What follows belongs to an exercise in optimizing a design on an open flow for small area, a short achievable clock period and few clock cycles; a production flow would make more cautious choices.
At most, simulation tests tie the RTL to the original design; equivalence was not proved.
No activity file was given, so power comes from the tool's default toggle rates.

Design chip8_cpu, start of the top module:
module chip8_cpu (
    input wire clk,
    input wire reset,
    input wire [7:0] mem_data_in,
    input wire [15:0] key_pressed,
    output wire mem_read,
    output reg [11:0] mem_addr_out,
    output reg [7:0] mem_data_out,
    output reg mem_write
);
Size in the first run: about 2100 cells after synthesis, about 0.025 mm2 of cells after synthesis.
==> flow/config.mk <==
export PLATFORM = sky130hd
export DESIGN_NAME = chip8_cpu
export DESIGN_NICKNAME = chip8_cpu
export VERILOG_FILES = /design/flow/design.v
export SDC_FILE = /design/flow/constraint.sdc
export NUM_CORES = 4
export LEC_CHECK = 0
export CAP_MARGIN = 20
export CORE_MARGIN = 2
export CORE_UTILIZATION = 60
export SLEW_MARGIN = 20
==> flow/constraint.sdc <==
create_clock -name core_clock -period 12.0 [get_ports {clk}]
set_input_delay 2.4000 -clock core_clock [delete_from_list [all_inputs] [get_ports {clk}]]
set_output_delay 2.4000 -clock core_clock [all_outputs]
set_load 0.01 [all_outputs]
standard.sh (not shown) runs the stock make flow with config.mk's settings and CLKGATE_MAP_FILE= SYNTH_SCRIPT=/design/flow/synth_recipe.tcl, a recipe that flattens the netlist after the stock synthesis.
==> flow/flow/run.sh <==
#!/bin/bash
set -euo pipefail
export SETUP_SLACK_MARGIN=8
bash standard.sh > standard_make.log 2>&1
Testbench counts at the start, summed over its fixed seeds: cycles 204,165.
==> next run, changes <==
--- a/flow/design.v
+++ b/flow/design.v
@@ -21,23 +21,23 @@
     reg [7:0]  V[0:15];
     reg [11:0] stack[0:15];
     reg [3:0]  sp;
     reg [7:0]  delay_timer, sound_timer;
     reg [20:0] one_hz;       
     reg [15:0] lfsr;
     wire       dcy = t_lo;               
     wire [7:0] din = mem_data_in;
     wire       stream = !(m_st || m_ld || m_bcd || m_key || m_res);
     assign mem_read = !mem_write;        
     wire [7:0] vx = V[ir_hi[3:0]];
-    wire [7:0] vy = V[m_st ? i : din[7:4]];
+    wire [7:0] vy = V[din[7:4]];
     reg  [7:0] opx, opy;
     always @(posedge clk) begin
         opx <= vx;
         opy <= vy;
     end
     reg  [3:0] key_idx;
     integer    k;
     always @(*) begin
         key_idx = 4'd0;
         for (k = 15; k >= 0; k = k - 1)
             if (key_pressed[k]) key_idx = k[3:0];
@@ -396,30 +396,39 @@
     integer r;
     always @(posedge clk) begin
         for (r = 0; r < 16; r = r + 1)
             if (r == 15 && e_wf)
                 V[r] <= {7'd0, e_f};
             else if (w_en && w_idx == r[3:0])
                 V[r] <= w_dat;
         if (dcy && dop == 4'h2)
             stack[sp] <= mem_addr_out;
     end
     always @(posedge clk) begin
-        if (t_hi) ir_hi <= din;
+        if (t_hi && stream)
+            ir_hi <= din;
+        else if (m_res || (m_key && any_key))
+            ir_hi <= t_hi ? din : ir_lo;
+        else if (dcy && d_st)
+            ir_hi[3:0] <= 4'd1;
+        else if (m_st)
+            ir_hi[3:0] <= ir_hi[3:0] + 4'd1;
+        if (t_hi && !stream)
+            ir_lo <= din;
         if (dcy) begin
             ir_lo <= din;
             mx <= ir_hi[3:0];
             pcs <= mem_addr_out + 12'd1;
             mem_data_out <= din[6] ? V[0] : {6'd0, bcd_h};    
         end else if (m_st) begin
-            mem_data_out <= vy;
+            mem_data_out <= vx;
         end else if (m_bcd) begin
             mem_data_out <= {4'd0, i[0] ? bcd_t : bcd_o};
         end
         if (dcy)
             i <= 4'd1;
         else if (m_st || m_ld || m_bcd || m_res)
             i <= i + 4'd1;
     end
     always @(posedge clk or posedge reset) begin
         if (reset) begin
             mem_addr_out <= 12'h200;
@@ -476,23 +485,23 @@
                     mem_addr_out <= {ir_hi[3:0], ir_lo} + {4'd0, V[0]};
                     q_hi <= 1'b1;
                     q_lo <= 1'b0;
                 end
             end else begin
                 if (m_st || m_ld || m_bcd)
                     mem_addr_out <= mem_addr_out + 12'd1;
                 if (m_st || m_bcd)
                     mem_write <= 1'b1;
                 if (m_ld)
                     q_ld <= 1'b1;
-                if ((m_st || m_ld) && i == mx) begin
+                if ((m_st && ir_hi[3:0] == mx) || (m_ld && i == mx)) begin
                     m_st <= 1'b0;
                     m_ld <= 1'b0;
                     m_res <= 1'b1;
                 end
                 if (m_bcd && i[1]) begin
                     m_bcd <= 1'b0;
                     m_res <= 1'b1;
                 end
                 if (m_res || (m_key && any_key)) begin
                     mem_addr_out <= pcs;
                     q_lo <= 1'b1;
Cell count went up by a few percent.
Fmax falls by a little under a tenth.
Power rose by about a fifth.
Routed wire length climbs by a few percent.
Cell area rises by a few percent.
Synthesized area goes up slightly.
Only the layout flow was run in the second run of this note; the RTL was not checked for function there.

chip8_cpu, a different RTL version from the one above (not shown whole).
Size: about 450 flip-flops, roughly 48 I/O pins, ~0.025 sq mm of cells after synthesis.
clock: 12.0 ns
lec_check: 0
cap_margin: 20
core_margin: 2
core_utilization: 60
slew_margin: 20
Scripts as last shown in full above: flow/flow/run.sh
The first run went through all stages and came out clean.
Next try:
--- a/flow/design.v
+++ b/flow/design.v
@@ -21,33 +21,42 @@
     reg [7:0]  V[0:15];
     reg [11:0] stack[0:15];
     reg [3:0]  sp;
     reg [7:0]  delay_timer, sound_timer;
     reg [20:0] one_hz;       
     reg [15:0] lfsr;
     wire       dcy = t_lo;               
     wire [7:0] din = mem_data_in;
     wire       stream = !(m_st || m_ld || m_bcd || m_key || m_res);
     assign mem_read = !mem_write;        
     wire [7:0] vx = V[ir_hi[3:0]];
-    wire [7:0] vy = V[ir_lo[7:4]];
-    wire [7:0] opx = vx;
-    wire [7:0] opy = vy;
+    wire [7:0] vy = V[m_st ? i : din[7:4]];
+    reg  [7:0] opx, opy;
+    always @(posedge clk) begin
+        opx <= vx;
+        opy <= vy;
+    end
     reg  [3:0] key_idx;
     integer    k;
     always @(*) begin
         key_idx = 4'd0;
         for (k = 15; k >= 0; k = k - 1)
             if (key_pressed[k]) key_idx = k[3:0];
     end
     wire any_key = |key_pressed;
+    reg  [3:0] key_idx_r;
+    reg        any_key_r;
+    always @(posedge clk) begin
+        key_idx_r <= key_idx;
+        any_key_r <= any_key;
+    end
     wire [1:0] bcd_h = (vx >= 8'd200) ? 2'd2 : (vx >= 8'd100) ? 2'd1 : 2'd0;
     function [7:0] bcd_to;
         input [7:0] v;
         begin
             case (v)
                 8'd0: bcd_to = {4'd0, 4'd0};
                 8'd1: bcd_to = {4'd0, 4'd1};
                 8'd2: bcd_to = {4'd0, 4'd2};
                 8'd3: bcd_to = {4'd0, 4'd3};
                 8'd4: bcd_to = {4'd0, 4'd4};
                 8'd5: bcd_to = {4'd0, 4'd5};
@@ -377,55 +386,46 @@
                 default: ;
             endcase
         end
     end
     reg        w_en;
     reg [3:0]  w_idx;
     reg [7:0]  w_dat;
     always @(*) begin
         if (t_ld) begin
             w_en = 1'b1; w_idx = i - 4'd2; w_dat = din;
         end else if (m_key) begin
-            w_en = any_key; w_idx = mx; w_dat = {4'd0, key_idx};
+            w_en = any_key_r; w_idx = mx; w_dat = {4'd0, key_idx_r};
         end else begin
             w_en = e_we; w_idx = ir_hi[3:0]; w_dat = e_wd;
         end
     end
     integer r;
     always @(posedge clk) begin
         for (r = 0; r < 16; r = r + 1)
             if (r == 15 && e_wf)
                 V[r] <= {7'd0, e_f};
             else if (w_en && w_idx == r[3:0])
                 V[r] <= w_dat;
         if (dcy && dop == 4'h2)
             stack[sp] <= mem_addr_out;
     end
     always @(posedge clk) begin
-        if (t_hi && stream)
-            ir_hi <= din;
-        else if (m_res || (m_key && any_key))
-            ir_hi <= t_hi ? din : ir_lo;
-        else if (dcy && d_st)
-            ir_hi[3:0] <= 4'd1;
-        else if (m_st)
-            ir_hi[3:0] <= ir_hi[3:0] + 4'd1;
-        if (t_hi && !stream)
-            ir_lo <= din;
+        if (t_hi) ir_hi <= din;
         if (dcy) begin
             ir_lo <= din;
             mx <= ir_hi[3:0];
             pcs <= mem_addr_out + 12'd1;
             mem_data_out <= din[6] ? V[0] : {6'd0, bcd_h};    
         end else if (m_st) begin
-            mem_data_out <= vx;
+            mem_data_out <= vy;
         end else if (m_bcd) begin
             mem_data_out <= {4'd0, i[0] ? bcd_t : bcd_o};
         end
         if (dcy)
             i <= 4'd1;
         else if (m_st || m_ld || m_bcd || m_res)
             i <= i + 4'd1;
     end
     always @(posedge clk or posedge reset) begin
         if (reset) begin
             mem_addr_out <= 12'h200;
@@ -482,32 +482,32 @@
                     mem_addr_out <= {ir_hi[3:0], ir_lo} + {4'd0, V[0]};
                     q_hi <= 1'b1;
                     q_lo <= 1'b0;
                 end
             end else begin
                 if (m_st || m_ld || m_bcd)
                     mem_addr_out <= mem_addr_out + 12'd1;
                 if (m_st || m_bcd)
                     mem_write <= 1'b1;
                 if (m_ld)
                     q_ld <= 1'b1;
-                if ((m_st && ir_hi[3:0] == mx) || (m_ld && i == mx)) begin
+                if ((m_st || m_ld) && i == mx) begin
                     m_st <= 1'b0;
                     m_ld <= 1'b0;
                     m_res <= 1'b1;
                 end
                 if (m_bcd && i[1]) begin
                     m_bcd <= 1'b0;
                     m_res <= 1'b1;
                 end
-                if (m_res || (m_key && any_key)) begin
+                if (m_res || (m_key && any_key_r)) begin
                     mem_addr_out <= pcs;
                     q_lo <= 1'b1;
                     m_res <= 1'b0;
                     m_key <= 1'b0;
                 end
             end
             if (ev) begin
                 case (eop)
                     4'hA: I <= {ir_hi[3:0], ir_lo};
                     4'hC: lfsr <= {lfsr[14:0], lfsr[15] ^ lfsr[13] ^ lfsr[12] ^ lfsr[10]};
                     4'hF: case (nn)
What happened: The new run passed the timing, DRC and antenna checks. Final area goes down by a few percent. Maximum frequency goes up by a quarter to a third. Cell count goes down by a few percent. Via count goes down by roughly a tenth. Wire length goes down by roughly a tenth. Worst setup slack improves by 0.97 ns. Clock power goes up by a few percent. Register-to-register slack improves by 0.98 ns.
Testbench counts after the change, summed over its fixed seeds: cycles 204,165.
No functional check of the RTL was part of the first run of this note.

[what the ideal ports hide]
In the flow no input, the clock included, has a driving cell. The finished layouts below were timed again as built, in two steps. Step 1 (the two cells are an assumption about what drives the block):
set clk [get_ports {clk}]
set_driving_cell -lib_cell sky130_fd_sc_hd__clkbuf_16 $clk
set_driving_cell -lib_cell sky130_fd_sc_hd__buf_2 [delete_from_list [all_inputs] $clk]
Step 2 moves the port delays by t, midway between the first and last clock arrival at a register: inputs arrive t later, outputs are due t later. That takes back most of the time a late clock gives input paths. a / b / c = ideal ports / drivers / drivers and shift; a / b = the first two.
| run | t, ns | slack for setup (ns) | worst setup path at the end | slew at the worst register clock pin (ns) |
|---|---|---|---|---|
| the first run of note 1 | 0.645 | 8.013 / 7.997 / 7.360 | input to register | 0.07 / 0.07 |
| the second run of note 1 | 0.651 | 7.679 / 7.679 / 7.201 | input to register | 0.07 / 0.07 |
| the first run of note 2 | 0.648 | 6.967 / 6.967 / 6.850 | input to register | 0.07 / 0.07 |
| the second run of note 2 | 0.657 | 7.937 / 7.937 / 7.280 | input to register | 0.07 / 0.07 |
After both steps every run listed still meets setup and hold. For the second run of note 2, which loses most, drivers alone change the setup slack by 0.000 ns; drivers and shift together by -0.657 ns.
